From an optimization exercise on the open Yosys and OpenROAD flow, aimed at small area; shortcuts taken in it are not production practice.
Only simulation tests tie the RTL to the original design; equivalence was not proved.
The flow treats the clock pin as an ideal source, which a real chip does not have.
Power and IR drop assume default switching activity.

## exp/raven
## timer_top
module timer_top (
	input wire sys_clk,
	input wire sys_rst_n,
	input wire tim_pwrite,
	input wire tim_psel,
	input wire tim_penable,
	input wire [11:0] tim_paddr,
	input wire [31:0] tim_pwdata,
	input wire [3:0] tim_pstrb,
	input wire dbg_mode,
	output reg [31:0] tim_prdata,
	output wire tim_pready,
	output wire tim_pslverr,
	output wire tim_int
);
For scale: ~730 cells after synthesis, roughly 150 flip-flops, about 0.0079 mm² of cells after synthesis.
==> flow/config.mk <==
export PLATFORM = sky130hd
export DESIGN_NAME = timer_top
export DESIGN_NICKNAME = timer_top
export VERILOG_FILES = /design/flow/design.v
export SDC_FILE = /design/flow/constraint.sdc
export NUM_CORES = 4
export LEC_CHECK = 0
export CAP_MARGIN = 20
export CORE_MARGIN = 2
export CORE_UTILIZATION = 70
export PLACE_DENSITY = 0.8
export SLEW_MARGIN = 20
==> flow/constraint.sdc <==
create_clock -name core_clock -period 5.5 [get_ports {sys_clk}]
set_input_delay 1.1000 -clock core_clock [delete_from_list [all_inputs] [get_ports {sys_clk}]]
set_output_delay 1.1000 -clock core_clock [all_outputs]
set_load 0.01 [all_outputs]
standard.sh (not shown) runs the stock make flow with config.mk's settings and CLKGATE_MAP_FILE= SYNTH_SCRIPT=/design/flow/synth_recipe.tcl, a recipe that flattens the netlist after the stock synthesis.
==> flow/flow/run.sh <==
#!/bin/bash
# The standard layout (standard.sh, unchanged synthesis) with:
#  - port buffers of the smallest buffer cell instead of the default pick
#  - clock tree without dummy load cells, built from small clock buffers;
#    after CTS, leaf buffers whose flip-flop clock pins see a slow edge are
#    upsized (flow/post_cts.tcl), and data-path cells with spare setup slack
#    are downsized
set -o pipefail
export BUFFER_PORTS_ARGS="-buffer_cell sky130_fd_sc_hd__buf_1"
export CTS_ARGS="-sink_clustering_enable -repair_clock_nets -dont_use_dummy_load -buf_list sky130_fd_sc_hd__clkbuf_4"
export POST_CTS_TCL="$(pwd)/flow/post_cts.tcl"
bash standard.sh finish > standard.log 2>&1
==> flow/flow/post_cts.tcl <==
# Area recovery on data paths with spare setup slack.
repair_timing -recover_power 100
# Upsize clock-tree leaf buffers whose flip-flop clock pins see a slow edge.
estimate_parasitics -placement
foreach inst [get_cells clkbuf_*] {
  set worst 0.0
  foreach pin [get_pins -of_objects $inst -filter "direction==output"] {
    foreach load [get_pins -of_objects [get_nets -of_objects $pin] -filter "direction==input"] {
      set s [get_property $load slew_max]
      if {$s > $worst} { set worst $s }
    }
  }
  if {$worst > 0.10} {
    puts "POST_CTS upsizing [get_name $inst] (clock slew $worst)"
    replace_cell $inst sky130_fd_sc_hd__clkbuf_8
  }
}
estimate_parasitics -placement
detailed_placement
check_placement -verbose
report_design_area
exp/raven closes out successfully: all stages finished, all timing, DRC and antenna checks passed.
## Diff of input files: exp/lagoon against exp/raven
--- a/flow/flow/run.sh
+++ b/flow/flow/run.sh
@@ -4,6 +4,5 @@
 #  - clock tree without dummy load cells, built from small clock buffers;
 #    after CTS, leaf buffers whose flip-flop clock pins see a slow edge are
-#    upsized (flow/post_cts.tcl), and data-path cells with spare setup slack
-#    are downsized
+#    upsized (flow/post_cts.tcl)
 set -o pipefail
 export BUFFER_PORTS_ARGS="-buffer_cell sky130_fd_sc_hd__buf_1"
--- a/flow/flow/post_cts.tcl
+++ b/flow/flow/post_cts.tcl
@@ -1,4 +1,2 @@
-# Area recovery on data paths with spare setup slack.
-repair_timing -recover_power 100
 # Upsize clock-tree leaf buffers whose flip-flop clock pins see a slow edge.
 estimate_parasitics -placement
[summary]
The core of exp/lagoon is less densely filled than that of exp/raven.
Sequential cell area share for exp/lagoon is higher than for exp/raven.
exp/raven -> exp/lagoon: aggregate global routing overflow flat

Another version of the RTL of timer_top (not shown whole).
Size: about 150 flip-flops, about 89 I/O pins.
export LEC_CHECK = 0
export CAP_MARGIN = 20
export CORE_MARGIN = 2
export CORE_UTILIZATION = 76
export PLACE_DENSITY = 0.84
export SLEW_MARGIN = 20
export SYNTH_HIERARCHICAL = 1
create_clock -name core_clock -period 5.5 [get_ports {sys_clk}]
==> flow/flow/run.sh <==
#!/bin/bash
# The standard layout (standard.sh, unchanged synthesis) with:
#  - port buffers of the smallest buffer cell instead of the default pick
#  - clock tree without dummy load cells, built from small clock buffers;
#    after CTS, leaf buffers whose flip-flop clock pins see a slow edge are
#    upsized (flow/post_cts.tcl)
#  - after floorplan, combinational cells are sized down to the smallest of
#    their family (flow/post_floorplan.tcl); later repair upsizes as needed
set -o pipefail
export BUFFER_PORTS_ARGS="-buffer_cell sky130_fd_sc_hd__buf_1"
export CTS_ARGS="-sink_clustering_enable -repair_clock_nets -dont_use_dummy_load -buf_list sky130_fd_sc_hd__clkbuf_4"
export POST_CTS_TCL="$(pwd)/flow/post_cts.tcl"
export POST_FLOORPLAN_TCL="$(pwd)/flow/post_floorplan.tcl"
bash standard.sh finish > standard.log 2>&1
==> flow/flow/post_cts.tcl <==
# Upsize clock-tree leaf buffers whose flip-flop clock pins see a slow edge.
estimate_parasitics -placement
foreach inst [get_cells clkbuf_*] {
  set worst 0.0
  foreach pin [get_pins -of_objects $inst -filter "direction==output"] {
    foreach load [get_pins -of_objects [get_nets -of_objects $pin] -filter "direction==input"] {
      set s [get_property $load slew_max]
      if {$s > $worst} { set worst $s }
    }
  }
  if {$worst > 0.10} {
    puts "POST_CTS upsizing [get_name $inst] (clock slew $worst)"
    replace_cell $inst sky130_fd_sc_hd__clkbuf_8
  }
}
estimate_parasitics -placement
detailed_placement
check_placement -verbose
report_design_area
==> flow/flow/post_floorplan.tcl <==
# Size every combinational cell down to the smallest cell of its family;
# the placement and CTS repair steps that follow upsize what timing needs.
set ndown 0
foreach inst [get_cells *] {
  set ref [get_property $inst ref_name]
  if {![regexp {^(sky130_fd_sc_hd__[a-z0-9]+)_([0-9]+)$} $ref -> fam drv]} continue
  if {[regexp {__(df|sdf|edf|dl|sdl|clk|conb|tap|fill|decap|buf|probe|lpflow|ebuf|einv)} $fam]} continue
  set best $ref; set barea [get_property [get_lib_cells */$ref] area]
  foreach lc [get_lib_cells */${fam}_*] {
    set n [get_name $lc]
    if {![regexp "^${fam}_\[0-9\]+\$" $n]} continue
    if {[get_property $lc dont_use]} continue
    set a [get_property $lc area]
    if {$a < $barea} { set best $n; set barea $a }
  }
  if {$best != $ref} { replace_cell $inst $best; incr ndown }
}
puts "DOWNSIZE resized $ndown cells"
report_design_area
Then changed:
--- a/flow/config.mk
+++ b/flow/config.mk
@@ -10,2 +10,2 @@
-export CORE_UTILIZATION = 76
-export PLACE_DENSITY = 0.84
+export CORE_UTILIZATION = 70
+export PLACE_DENSITY = 0.8
=>
- The changed run passed the timing, design-rule and antenna checks
- hold slack gets better by 9.3 ps
- area after synthesis does not change
- global-route usage falls by 3.5 points
- final cell count rises by 0.92%
- core utilization falls by 6.6 points
- die area rises by 8.2%
- synthesized cell count is unchanged
- power rises by 0.39%
Then changed:
--- a/flow/flow/run.sh
+++ b/flow/flow/run.sh
@@ -7,2 +7,3 @@
-#  - after floorplan, combinational cells are sized down to the smallest of
-#    their family (flow/post_floorplan.tcl); later repair upsizes as needed
+#  - after floorplan, combinational cells with small fanout are sized down to
+#    the smallest of their family (flow/post_floorplan.tcl); later repair
+#    upsizes as needed
--- a/flow/flow/post_floorplan.tcl
+++ b/flow/flow/post_floorplan.tcl
@@ -1,2 +1,3 @@
-# Size every combinational cell down to the smallest cell of its family;
-# the placement and CTS repair steps that follow upsize what timing needs.
+# Size combinational cells that drive few pins down to the smallest cell of
+# their family; the placement and CTS repair steps that follow upsize what
+# timing needs. Drivers of larger fanouts keep their synthesized size.
@@ -7,0 +9,5 @@
+  set fanout 0
+  foreach pin [get_pins -of_objects $inst -filter "direction==output"] {
+    set fanout [expr {$fanout + [llength [get_pins -of_objects [get_nets -of_objects $pin] -filter "direction==input"]]}]
+  }
+  if {$fanout > 4} continue
After rerunning:
- The changed run completed with no timing, DRC or antenna violations
- sequential share of layout area went down by 0.11 points
- power came out higher by about 0.9%
- global-route usage came out lower by 0.30 points
- wire length shrinks by about 0.32%
- worst setup slack loses 140 ps
- final cell count stays the same
- area after synthesis does not change
- register-to-register slack is worse by 140 ps
- hold slack stays flat

## afterwards: timing with drivers on the ports
How much do the figures lean on ideal ports? The routed layouts below were timed once more, with nothing changed but the port constraints. Step 1 (the two cells are an assumption about what drives the block):
set clk [get_ports {sys_clk}]
set_driving_cell -lib_cell sky130_fd_sc_hd__clkbuf_16 $clk
set_driving_cell -lib_cell sky130_fd_sc_hd__buf_2 [delete_from_list [all_inputs] $clk]
Step 2 also shifts input and output timing later by t, the mid clock arrival at the registers, as if the neighbouring blocks saw the same clock. a / b / c = ideal / step 1 / step 2; a / b = the first two.
run | t (ns) | setup WS [ns] | clock arrival spread, ns
exp/raven | 0.474 | 0.358 / 0.358 / 0.358 | 0.036 / 0.036
exp/lagoon | 0.468 | 0.454 / 0.454 / 0.454 | 0.036 / 0.036
the first run of note 2 | 0.468 | 0.608 / 0.608 / 0.608 | 0.028 / 0.028
the second run of note 2 | 0.469 | 0.649 / 0.649 / 0.649 | 0.035 / 0.036
the third run of note 2 | 0.473 | 0.507 / 0.507 / 0.507 | 0.031 / 0.031
After both steps setup and hold are still met in every run listed.
